From an optimization exercise on the open Yosys and OpenROAD flow, aimed at small area; shortcuts taken in it are not production practice.
RTL that was checked went through simulation tests only; none was proved equivalent to the original.
No activity file was given, so power comes from the tool's default toggle rates.

run A:
==> flow/design.v <==
module alu (
    input clk,
    input [31:0] a,
    input [31:0] b,
    input [4:0] op,
    output reg [31:0] out,
    output wire zflag,
    output reg nflag,
    output reg cflag,
    output reg vflag,
    output wire sflag,
    output reg hflag
);
    assign sflag = nflag ^ vflag;
    wire valid  = ~op[4] & ((~op[3] & (op[2] | op[0])) | (op[3] & ~op[2] & ~(op[1] & op[0])));
    wire op_ld  = ~op[3] & ~op[2] & ~op[1];           
    wire upd_o  = valid;
    wire upd_f  = valid & ~op_ld;
    wire op_add = ~op[2] & op[1] & op[0];             
    wire op_sub = op[2] & ~op[1] & ~op[0];            
    wire op_and = op[2] & ~op[1] & op[0];             
    wire op_or  = op[2] & op[1] & ~op[0];             
    wire op_xor = op[2] & op[1] & op[0];              
    wire op_sh  = op[3] & (op[1] | op[0]);            
    wire op_sl  = op[3] & op[0];                      
    wire op_sr  = op[3] & op[1];                      
    wire arith  = op_add | op_sub;
    wire bsel1 = op[1] | op[3] | (op[2] & op[0]);       
    wire bsel0 = ~op[1] & ~op[0] & (op[2] | op[3]);     
    wire [31:0] bb = (b & {32{bsel1}}) | (~b & {32{bsel0}});
    wire [31:0] g  = a & bb;
    wire [31:0] t  = a | bb;
    wire [31:0] q  = a ^ bb;
    wire [7:0] bg, bp;
    genvar k;
    generate
        for (k = 0; k < 8; k = k + 1) begin : blk
            assign bg[k] = g[4*k+3] | (t[4*k+3] & g[4*k+2]) | (t[4*k+3] & t[4*k+2] & g[4*k+1])
                         | (t[4*k+3] & t[4*k+2] & t[4*k+1] & g[4*k]);
            assign bp[k] = t[4*k+3] & t[4*k+2] & t[4*k+1] & t[4*k];
        end
    endgenerate
    wire [8:0] bc;
    assign bc[0] = op[2];    
    generate
        for (k = 0; k < 8; k = k + 1) begin : bcar
            assign bc[k+1] = bg[k] | (bp[k] & bc[k]);
        end
    endgenerate
    wire [32:0] c;
    generate
        for (k = 0; k < 8; k = k + 1) begin : icar
            assign c[4*k]   = bc[k];
            assign c[4*k+1] = g[4*k]   | (t[4*k]   & c[4*k]);
            assign c[4*k+2] = g[4*k+1] | (t[4*k+1] & c[4*k+1]);
            assign c[4*k+3] = g[4*k+2] | (t[4*k+2] & c[4*k+2]);
        end
    endgenerate
    assign c[32] = bc[8];
    wire [31:0] kk  = ({32{arith}} & c[31:0]) | ({32{op_or}} & g) | ({32{op_and}} & t);
    wire [31:0] sum = q ^ kk;
    wire [15:0] hg = a[15:0] & b[15:0];
    wire [15:0] ht = a[15:0] | b[15:0];
    wire [3:0] hbg, hbp;
    generate
        for (k = 0; k < 4; k = k + 1) begin : hblk
            assign hbg[k] = hg[4*k+3] | (ht[4*k+3] & hg[4*k+2]) | (ht[4*k+3] & ht[4*k+2] & hg[4*k+1])
                          | (ht[4*k+3] & ht[4*k+2] & ht[4*k+1] & hg[4*k]);
            assign hbp[k] = ht[4*k+3] & ht[4*k+2] & ht[4*k+1] & ht[4*k];
        end
    endgenerate
    wire hc1 = hbg[0];
    wire hc2 = hbg[1] | (hbp[1] & hc1);
    wire hc3 = hbg[2] | (hbp[2] & hc2);
    wire k16 = hbg[3] | (hbp[3] & hc3);
    wire [4:0] s = b[4:0] - 5'd1;
    wire sh_ok = (b[31:6] == 26'd0) & (b[5] ? (b[4:0] == 5'd0) : (b[4:0] != 5'd0));
    wire [31:0] ar;
    generate
        for (k = 0; k < 32; k = k + 1) begin : rev
            assign ar[k] = a[31-k];
        end
    endgenerate
    wire [31:0] x  = op[1] ? ar : a;
    wire [31:0] x1 = s[0] ? {x[30:0], 1'b0} : x;
    wire [31:0] x2 = s[1] ? {x1[29:0], 2'b0} : x1;
    wire [31:0] x3 = s[2] ? {x2[27:0], 4'b0} : x2;
    wire [31:0] x4 = s[3] ? {x3[23:0], 8'b0} : x3;
    wire [31:0] sh = s[4] ? {x4[15:0], 16'b0} : x4;    
    wire en_sl = valid & op_sl & sh_ok;
    wire en_sr = valid & op_sr & sh_ok;
    wire sel_sum = valid & ~op_sh;
    wire sl0 = en_sl & ~s[4], sl1 = en_sl & s[4];
    wire sr0 = en_sr & ~s[4], sr1 = en_sr & s[4];
    wire [31:0] x4r;     
    generate
        for (k = 0; k < 32; k = k + 1) begin : rev3
            assign x4r[k] = x4[31-k];
        end
    endgenerate
    wire [31:0] res = ({32{sel_sum}} & sum)
                    | ({32{sl0}} & {x4[30:0], 1'b0})
                    | ({32{sl1}} & {x4[14:0], 17'b0})
                    | ({32{sr0}} & {1'b0, x4r[31:1]})
                    | ({32{sr1}} & {17'b0, x4r[31:17]});
    wire vv = (res[31] & ~a[31] & ~b[31]) | (~res[31] & a[31] & b[31]);
    wire n_n = res[31];
    wire v_n = (arith | op_xor | op_sh) & vv;
    wire c_n = (arith & (c[32] ^ op[2])) | (op_sh & sh_ok & sh[31]);
    wire h_n = (op_add & c[16]) | (op_sub & ~k16 & (b[15:0] != 16'd0)) | (op_sh & sh_ok & sh[15]);
    reg z_live, z_save;
    assign zflag = z_live ? (out == 32'd0) : z_save;
    wire op_ldv = valid & op_ld;
    wire [31:0] out_n = res | ({32{~upd_o}} & out);
    always @(posedge clk) begin
        out <= out_n;
        if (upd_f | op_ldv) z_live <= upd_f;
        if (op_ldv) z_save <= zflag;
        if (upd_f) begin
            nflag <= n_n;
            cflag <= c_n;
            vflag <= v_n;
            hflag <= h_n;
        end
    end
endmodule
==> flow/config.mk <==
export PLATFORM = sky130hd
export DESIGN_NAME = alu
export DESIGN_NICKNAME = alu
export VERILOG_FILES = /design/flow/design.v
export SDC_FILE = /design/flow/constraint.sdc
export NUM_CORES = 4
export LEC_CHECK = 0
export ABC_AREA = 1
export CAP_MARGIN = 20
export CORE_MARGIN = 2
export CORE_UTILIZATION = 40
export CTS_BUF_LIST = sky130_fd_sc_hd__clkbuf_8
export CTS_CLUSTER_DIAMETER = 100
export CTS_CLUSTER_SIZE = 40
export SLEW_MARGIN = 20
==> flow/constraint.sdc <==
create_clock -name core_clock -period 6.5 [get_ports {clk}]
set_input_delay 1.3000 -clock core_clock [delete_from_list [all_inputs] [get_ports {clk}]]
set_output_delay 1.3000 -clock core_clock [all_outputs]
set_load 0.01 [all_outputs]
standard.sh (not shown) runs the stock make flow with config.mk's settings and CLKGATE_MAP_FILE= SYNTH_SCRIPT=/design/flow/synth_recipe.tcl, a recipe that flattens the netlist after the stock synthesis.
==> flow/flow/run.sh <==
#!/bin/bash
# Own layout flow: the standard ORFS flow (standard.sh) with two changes:
#  - synthesis runs synth_recipe.tcl with Yosys's abc pass pointed at an
#    area-oriented ABC mapping script (flow/abc_area.script);
#  - no full/half-adder extraction before ABC (ADDER_MAP_FILE empty);
#  - the port buffers that global placement inserts are buf_1 cells.
set -euo pipefail
W=$(pwd)
{ head -1 synth_recipe.tcl; cat flow/my_abc_proc.tcl; tail -n +2 synth_recipe.tcl; } > my_synth.tcl
export MY_ABC_SCRIPT=$W/flow/abc_area.script
bash standard.sh SYNTH_SCRIPT=$W/my_synth.tcl \
  "BUFFER_PORTS_ARGS=-buffer_cell sky130_fd_sc_hd__buf_1" ADDER_MAP_FILE= finish > standard_flow.log 2>&1
==> flow/flow/abc_area.script <==
strash
&get -n
&dch -f
&nf -R 1000
&put
==> flow/flow/my_abc_proc.tcl <==
# Yosys's abc pass runs the ABC script named by MY_ABC_SCRIPT instead of
# ORFS's abc_area/abc_speed script; everything else is synth_recipe.tcl.
proc abc {args} {
  if {[info exists ::env(MY_ABC_SCRIPT)] && $::env(MY_ABC_SCRIPT) ne ""} {
    set i [lsearch $args -script]
    if {$i >= 0} { set args [lreplace $args [expr {$i+1}] [expr {$i+1}] $::env(MY_ABC_SCRIPT)] }
  }
  puts "my_synth: abc [lsearch -inline -all $args *.script]"
  yosys abc {*}$args
}
## Diff of input files: run E against run A
--- a/flow/design.v
+++ b/flow/design.v
@@ -83,29 +83,26 @@
     endgenerate
     wire [31:0] x  = op[1] ? ar : a;
     wire [31:0] x1 = s[0] ? {x[30:0], 1'b0} : x;
     wire [31:0] x2 = s[1] ? {x1[29:0], 2'b0} : x1;
     wire [31:0] x3 = s[2] ? {x2[27:0], 4'b0} : x2;
     wire [31:0] x4 = s[3] ? {x3[23:0], 8'b0} : x3;
-    wire [31:0] sh = s[4] ? {x4[15:0], 16'b0} : x4;    
+    wire [31:0] sh = s[4] ? {x4[15:0], 16'b0} : x4;
+    wire [31:0] shr;
+    generate
+        for (k = 0; k < 31; k = k + 1) begin : rev2
+            assign shr[k] = sh[30-k];
+        end
+    endgenerate
+    assign shr[31] = 1'b0;
     wire en_sl = valid & op_sl & sh_ok;
     wire en_sr = valid & op_sr & sh_ok;
     wire sel_sum = valid & ~op_sh;
-    wire sl0 = en_sl & ~s[4], sl1 = en_sl & s[4];
-    wire sr0 = en_sr & ~s[4], sr1 = en_sr & s[4];
-    wire [31:0] x4r;     
-    generate
-        for (k = 0; k < 32; k = k + 1) begin : rev3
-            assign x4r[k] = x4[31-k];
-        end
-    endgenerate
     wire [31:0] res = ({32{sel_sum}} & sum)
-                    | ({32{sl0}} & {x4[30:0], 1'b0})
-                    | ({32{sl1}} & {x4[14:0], 17'b0})
-                    | ({32{sr0}} & {1'b0, x4r[31:1]})
-                    | ({32{sr1}} & {17'b0, x4r[31:17]});
+                    | ({32{en_sl}} & {sh[30:0], 1'b0})
+                    | ({32{en_sr}} & shr);
     wire vv = (res[31] & ~a[31] & ~b[31]) | (~res[31] & a[31] & b[31]);
     wire n_n = res[31];
     wire v_n = (arith | op_xor | op_sh) & vv;
     wire c_n = (arith & (c[32] ^ op[2])) | (op_sh & sh_ok & sh[31]);
     wire h_n = (op_add & c[16]) | (op_sub & ~k16 & (b[15:0] != 16'd0)) | (op_sh & sh_ok & sh[15]);
     reg z_live, z_save;
Results
Per the comparison of run E with run A, wire length -about 2%; worst setup slack increased by 0.18 ns relative to the old numbers; clock latency at the later pin of the worst-skew pair ~0 delta.
Across both runs, final area was lower for run E than for run A.
Total power: run E above run A
Run E and run A ended up with nearly the same sequential power.
Number of instances in the placed design was lower in run A than in run E.
The leakage power summed over all cells reported for run E is smaller than that of run A by about 3.5%.
Vertical die dimension: run E vs run A — no meaningful difference
Sort run E and run A by global-route usage, descending, and run A comes first.
Die footprint delta (run E -> run A): insignificant
Of run E and run A, the higher sequential share of layout area belongs to run E.
Function not checked in run A: the RTL went through the layout flow alone.

[what the ideal ports hide]
The flow's constraints put no driver on any port. The routed layouts listed below were extracted and timed again, unchanged, in two steps. Step 1 assumes that a clkbuf_16 drives the clock port and a buf_2 every other input. Step 2 moves the port delays by t, midway between the first and last clock arrival at a register: inputs arrive t later, outputs are due t later. That takes back most of the time a late clock gives input paths. Slacks: ideal / step 1 / step 2; pairs: ideal / step 1.
run	t (ns)	slack for setup (ns)	hold WS [ns]	worst setup path at the end
run A	0.340	0.464 / 0.468 / 0.128	0.481 / 0.481 / 0.481	input to register
run E	0.322	0.641 / 0.647 / 0.326	0.528 / 0.528 / 0.528	input to register
After both steps setup and hold are still met in every run listed. For run A, which loses most, drivers alone change the setup slack by +0.004 ns; drivers and shift together by -0.336 ns.
